From an optimization exercise on the open Yosys and OpenROAD flow, aimed at small area; shortcuts taken in it are not production practice. At most, simulation tests tie the RTL to the original design; equivalence was not proved. Power is estimated from default activity; no workload was simulated.

## rev 12
==> module FFT8, before the edit <==
module FFT8 ( DOR ,DII ,RST ,ED ,CLK ,DOI ,START ,DIR ,RDY );
	parameter nb=13;	
	input ED ;
	wire ED ;
	input RST ;
	wire RST ;
	input CLK ;
	wire CLK ;
	input [nb-1:0] DII ;
	wire [nb-1:0] DII ;
	input START ;
	wire START ;
	input [nb-1:0] DIR ;
	wire [nb-1:0] DIR ;
	output [nb+2:0] DOI ;
	wire [nb+2:0] DOI ;
	output [nb+2:0] DOR ;
	wire [nb+2:0] DOR ;
	output RDY ;
	reg RDY ;		   
	reg [2:0] ct;  
	reg [3:0] ctd;  
	reg [7:0] ph;  
	reg [7:0] pa, pb;  
	always @(   posedge CLK) begin	 
			if (RST)	begin
					ct<=0; 
					ph<=8'b00000001;
					pa<=8'b00000001;
					pb<=8'b00000001;
					ctd<=15; 
				RDY<=0;  end
			else if (START)	  begin
					ct<=0; 
					ph<=8'b00000001;
					pa<=8'b00000001;
					pb<=8'b00000001;
					ctd<=0;	
				RDY<=0;   end
			else if (ED) begin	
					RDY<=0; 
					ct<=ct+1;	
					ph<={ph[6:0],ph[7]};
					pa<={pa[6:0],pa[7]};
					pb<={pb[6:0],pb[7]};
					if (ctd !=4'b1111)
						ctd<=ctd+1;		
					if (ctd==12 ) 
						RDY<=1;
				end 
		end	   
	localparam W = nb+3;
	function [W-1:0] radd;
		input [W-1:0] x, y;
		input c0;
		reg c;
		integer i;
		begin
			c = c0;
			for (i=0; i<W; i=i+1) begin
					radd[i] = x[i] ^ y[i] ^ c;
					c = (x[i] & y[i]) | (c & (x[i] ^ y[i]));
				end
		end
	endfunction
	localparam LW = W/2;
	function [W-1:0] cadd;
		input [W-1:0] x, y;
		input c0;
		reg c, c1h, c0h;
		reg [W-1:0] s0, s1;
		integer i;
		begin
			c = c0;
			for (i=0; i<LW; i=i+1) begin
					cadd[i] = x[i] ^ y[i] ^ c;
					c = (x[i] & y[i]) | (c & (x[i] ^ y[i]));
				end
			c0h = 1'b0; c1h = 1'b1;
			for (i=LW; i<W; i=i+1) begin
					s0[i] = x[i] ^ y[i] ^ c0h;
					c0h = (x[i] & y[i]) | (c0h & (x[i] ^ y[i]));
					s1[i] = x[i] ^ y[i] ^ c1h;
					c1h = (x[i] & y[i]) | (c1h & (x[i] ^ y[i]));
					cadd[i] = c ? s1[i] : s0[i];
				end
		end
	endfunction
	reg [2*nb-1:0] dl [0:7];
	integer k;
	always @(posedge CLK)
		if (ED) begin
				dl[0] <= {DIR, DII};
				for (k=1; k<8; k=k+1) dl[k] <= dl[k-1];
			end
	wire signed [nb-1:0] inr = dl[3][2*nb-1:nb], ini = dl[3][nb-1:0];
	wire signed [nb-1:0] xr = dl[7][2*nb-1:nb],  xi = dl[7][nb-1:0];
	reg signed [nb+1:0] ar, ai, m2r, m2i, v1r, v1i;
	reg signed [W-1:0] br, bi, m3r, m3i, ur, ui;
	reg signed [W-1:0] d35r, d35i, v2r, v2i, zr, zi;
	reg signed [W-1:0] or_, oi;
	wire signed [nb+1:0] mir = ph[4] ? v2r : v1r;
	wire signed [nb+1:0] mii = ph[4] ? v2i : v1i;
	wire signed [nb+1:0] mvr, mvi;
	MPU707 #(nb) UMR( .DI(mir), .DO(mvr));
	MPU707 #(nb) UMI( .DI(mii), .DO(mvi));
	wire signed [W-1:0] par = pa[5] ? ar : pa[6] ? ur : pa[7] ? m2r : xr;
	wire signed [W-1:0] pai = pa[5] ? ai : pa[6] ? ui : pa[7] ? m2i : xi;
	wire signed [W-1:0] rar = pa[5] ? br : pa[6] ? v1r : pa[7] ? d35i : inr;
	wire signed [W-1:0] rai = pa[5] ? bi : pa[6] ? v1i : pa[7] ? d35r : ini;
	wire signed [W-1:0] sar = cadd(par, rar, 1'b0), sai = cadd(pai, rai, 1'b0);
	wire signed [W-1:0] dar = cadd(par, ~rar, 1'b1), dai = cadd(pai, ~rai, 1'b1);
	wire signed [W-1:0] pbr = pb[2] ? ar : pb[3] ? br : (pb[5] | pb[6]) ? m3r : v2r;
	wire signed [W-1:0] pbi = pb[2] ? ai : pb[3] ? bi : (pb[5] | pb[6]) ? m3i : v2i;
	wire signed [W-1:0] rbr = (pb[2] | pb[3]) ? sar : pb[5] ? v2r : pb[6] ? sai : ui;
	wire signed [W-1:0] rbi = (pb[2] | pb[3]) ? sai : pb[5] ? v2i : pb[6] ? sar : ur;
	wire signed [W-1:0] sbr = cadd(pbr, rbr, 1'b0), sbi = cadd(pbi, rbi, 1'b0);
	wire signed [W-1:0] dbr = cadd(pbr, ~rbr, 1'b1), dbi = cadd(pbi, ~rbi, 1'b1);
	always @(posedge CLK) 
		if (ED) begin
				if (ph[0]) begin
						ar <= sar; ai <= sai;							 
						m3r <= dar; m3i <= dai;							 
						or_ <= dbr; oi <= sbi;							 
						v2r <= sbr; v2i <= dbi;							 
					end
				if (ph[1]) begin
						br <= sar; bi <= sai;							 
						v1r <= dar; v1i <= dai;							 
						or_ <= br; oi <= bi;							 
					end
				if (ph[2]) begin
						ar <= sbr; ai <= sbi;							 
						m2r <= dbr; m2i <= dbi;							 
						ur <= dar; ui <= dai;							 
						or_ <= v2r; oi <= v2i;							 
					end
				if (ph[3]) begin
						br <= sbr; bi <= sbi;							 
						d35r <= dbr; d35i <= dbi;						 
						v1r <= cadd(v1r, dar, 1'b0); v1i <= cadd(v1i, dai, 1'b0);	 
						v2r <= cadd(v1r, ~dar, 1'b1); v2i <= cadd(v1i, ~dai, 1'b1);	 
						or_ <= d35r; oi <= d35i;						 
					end
				if (ph[4]) begin
						v2r <= mvr; v2i <= mvi;							 
						or_ <= zr; oi <= zi;							 
					end
				if (ph[5]) begin
						or_ <= sar; oi <= sai;							 
						br <= dar; bi <= dai;							 
						v1r <= mvr; v1i <= mvi;							 
						m3r <= sbr; m3i <= sbi;							 
						v2r <= dbr; v2i <= dbi;							 
					end
				if (ph[6]) begin
						or_ <= sbr; oi <= dbi;							 
						zr <= dbr; zi <= sbi;							 
						ur <= dar; ui <= dai;							 
					end
				if (ph[7]) begin
						or_ <= sar; oi <= dai;							 
						d35r <= dar; d35i <= sai;						 
					end
			end
	assign	DOR=or_;
	assign	DOI=oi;
endmodule
make LEC_CHECK=0 CAP_MARGIN=20 CORE_MARGIN=2 CORE_UTILIZATION=45 CTS_BUF_LIST=sky130_fd_sc_hd__clkbuf_8 CTS_CLUSTER_DIAMETER=45 CTS_CLUSTER_SIZE=16 PLACE_DENSITY=0.55 SLEW_MARGIN=20 finish   # period 10.0 ns
run.sh (not shown) runs the stock make flow with config.mk's settings and CLKGATE_MAP_FILE= SYNTH_SCRIPT=/design/flow/synth_recipe.tcl, a recipe that flattens the netlist after the stock synthesis.
Modified inputs, rev 13 compared to rev 12
--- a/flow/design.v
+++ b/flow/design.v
@@ -292,10 +292,30 @@
 					c1h = (x[i] & y[i]) | (c1h & (x[i] ^ y[i]));
 					cadd[i] = c ? s1[i] : s0[i];
 				end
 		end
 	endfunction
+	function [W-1:0] add3;
+		input [W-1:0] x, y, z;
+		begin
+			add3 = cadd(x ^ y ^ z, {(x & y) | (x & z) | (y & z), 1'b0}, 1'b0);
+		end
+	endfunction
+	function [W-1:0] add3c;		 
+		input [W-1:0] x, y, z;
+		begin
+			add3c = cadd(x ^ y ^ z, {(x & y) | (x & z) | (y & z), 1'b1}, 1'b0);
+		end
+	endfunction
+	function [W-1:0] sub3;
+		input [W-1:0] x, y, z;
+		reg [W-1:0] ny, nz;
+		begin
+			ny = ~y; nz = ~z;
+			sub3 = cadd(x ^ ny ^ nz, {(x & ny) | (x & nz) | (ny & nz), 1'b1}, 1'b1);
+		end
+	endfunction
 	reg [2*nb-1:0] dl [0:7];
 	integer k;
 	always @(posedge CLK)
 		if (ED) begin
 				dl[0] <= {DIR, DII};
@@ -304,10 +324,11 @@
 	wire signed [nb-1:0] inr = dl[3][2*nb-1:nb], ini = dl[3][nb-1:0];
 	wire signed [nb-1:0] xr = dl[7][2*nb-1:nb],  xi = dl[7][nb-1:0];
 	reg signed [nb+1:0] ar, ai, m2r, m2i, v1r, v1i;
 	reg signed [W-1:0] br, bi, m3r, m3i, ur, ui;
 	reg signed [W-1:0] d35r, d35i, v2r, v2i, zr, zi;
+	reg signed [nb:0] t4r, t4i;
 	reg signed [W-1:0] or_, oi;
 	wire signed [nb+1:0] mir = ph[4] ? v2r : v1r;
 	wire signed [nb+1:0] mii = ph[4] ? v2i : v1i;
 	wire signed [nb+1:0] mvr, mvi;
 	MPU707 #(nb) UMR( .DI(mir), .DO(mvr));
@@ -318,25 +339,29 @@
 	wire signed [W-1:0] rai = pa[5] ? bi : pa[6] ? v1i : pa[7] ? d35r : ini;
 	wire signed [W-1:0] sar = cadd(par, rar, 1'b0), sai = cadd(pai, rai, 1'b0);
 	wire signed [W-1:0] dar = cadd(par, ~rar, 1'b1), dai = cadd(pai, ~rai, 1'b1);
 	wire signed [W-1:0] pbr = pb[2] ? ar : pb[3] ? br : (pb[5] | pb[6]) ? m3r : v2r;
 	wire signed [W-1:0] pbi = pb[2] ? ai : pb[3] ? bi : (pb[5] | pb[6]) ? m3i : v2i;
-	wire signed [W-1:0] rbr = (pb[2] | pb[3]) ? sar : pb[5] ? v2r : pb[6] ? sai : ui;
-	wire signed [W-1:0] rbi = (pb[2] | pb[3]) ? sai : pb[5] ? v2i : pb[6] ? sar : ur;
-	wire signed [W-1:0] sbr = cadd(pbr, rbr, 1'b0), sbi = cadd(pbi, rbi, 1'b0);
-	wire signed [W-1:0] dbr = cadd(pbr, ~rbr, 1'b1), dbi = cadd(pbi, ~rbi, 1'b1);
+	wire signed [W-1:0] rbr = (pb[2] | pb[3]) ? xr : pb[5] ? v2r : ui;
+	wire signed [W-1:0] rbi = (pb[2] | pb[3]) ? xi : pb[5] ? v2i : ur;
+	wire signed [W-1:0] qbr = (pb[2] | pb[3]) ? inr : pb[6] ? v1i : $signed({W{1'b0}});
+	wire signed [W-1:0] qbi = (pb[2] | pb[3]) ? ini : pb[6] ? v1r : $signed({W{1'b0}});
+	wire signed [W-1:0] sbr = add3(pbr, rbr, qbr), sbi = add3(pbi, rbi, qbi);
+	wire signed [W-1:0] dbr = sub3(pbr, rbr, qbr), dbi = sub3(pbi, rbi, qbi);
+	wire signed [W-1:0] v1nr = add3c(t4r, xr, ~inr), v1ni = add3c(t4i, xi, ~ini);	 
+	wire signed [W-1:0] v2nr = add3c(t4r, ~xr, inr), v2ni = add3c(t4i, ~xi, ini);	 
 	always @(posedge CLK) 
 		if (ED) begin
 				if (ph[0]) begin
 						ar <= sar; ai <= sai;							 
 						m3r <= dar; m3i <= dai;							 
 						or_ <= dbr; oi <= sbi;							 
 						v2r <= sbr; v2i <= dbi;							 
 					end
 				if (ph[1]) begin
 						br <= sar; bi <= sai;							 
-						v1r <= dar; v1i <= dai;							 
+						t4r <= dar; t4i <= dai;							 
 						or_ <= br; oi <= bi;							 
 					end
 				if (ph[2]) begin
 						ar <= sbr; ai <= sbi;							 
 						m2r <= dbr; m2i <= dbi;							 
@@ -344,12 +369,12 @@
 						or_ <= v2r; oi <= v2i;							 
 					end
 				if (ph[3]) begin
 						br <= sbr; bi <= sbi;							 
 						d35r <= dbr; d35i <= dbi;						 
-						v1r <= cadd(v1r, dar, 1'b0); v1i <= cadd(v1i, dai, 1'b0);	 
-						v2r <= cadd(v1r, ~dar, 1'b1); v2i <= cadd(v1i, ~dai, 1'b1);	 
+						v1r <= v1nr; v1i <= v1ni;						 
+						v2r <= v2nr; v2i <= v2ni;						 
 						or_ <= d35r; oi <= d35i;						 
 					end
 				if (ph[4]) begin
 						v2r <= mvr; v2i <= mvi;							 
 						or_ <= zr; oi <= zi;							 
==> comparison <==
Side by side, largest fanout on the critical path turned out higher in rev 13 than in rev 12. Combinational-cell power consumption, rev 13 vs rev 12: up by more than 10%. Rev 13 vs rev 12, worst setup path endpoint: U_FFT2.oi[17] vs U_FFT2.or_[16]. [rev 13 vs rev 12] count of clock buffers in the final design: higher in rev 13. Every run in the comparison, rev 13 and rev 12, completed the flow with a clean layout. When rev 13 is set beside rev 12, its total number of nets in the final design turns out to be 492 larger. Rev 13 improves on rev 12 in maximum frequency. Cmp rev 13 vs rev 12: power higher in rev 13. Final weighted congestion in routability-driven placement (rev 13 vs. rev 12) increases by a few percent.
For rev 13, only the layout was checked, not whether the RTL still works.

## re-timing with driven ports
In the flow no input, the clock included, has a driving cell. The finished layouts below were timed again as built, in two steps. Step 1 sets driving cells, clkbuf_16 on the clock port and buf_2 on the other inputs (assumed; they add their load-dependent delay and slew). Step 2 also shifts input and output timing later by t, the mid clock arrival at the registers, as if the neighbouring blocks saw the same clock. a / b / c = no drivers / after step 1 / after step 2; a / b = the first two.
| run | t (ns) | setup slack, ns | hold WS [ns] | clock arrival spread, ns |
|---|---|---|---|---|
| rev 12 | 1.389 | 0.279 / 0.279 / 0.279 | 0.318 / 0.318 / 0.318 | 0.193 / 0.194 |
| rev 13 | 1.397 | 0.378 / 0.378 / 0.378 | 0.343 / 0.343 / 0.343 | 0.121 / 0.120 |
After both steps setup and hold are still met in every run listed.
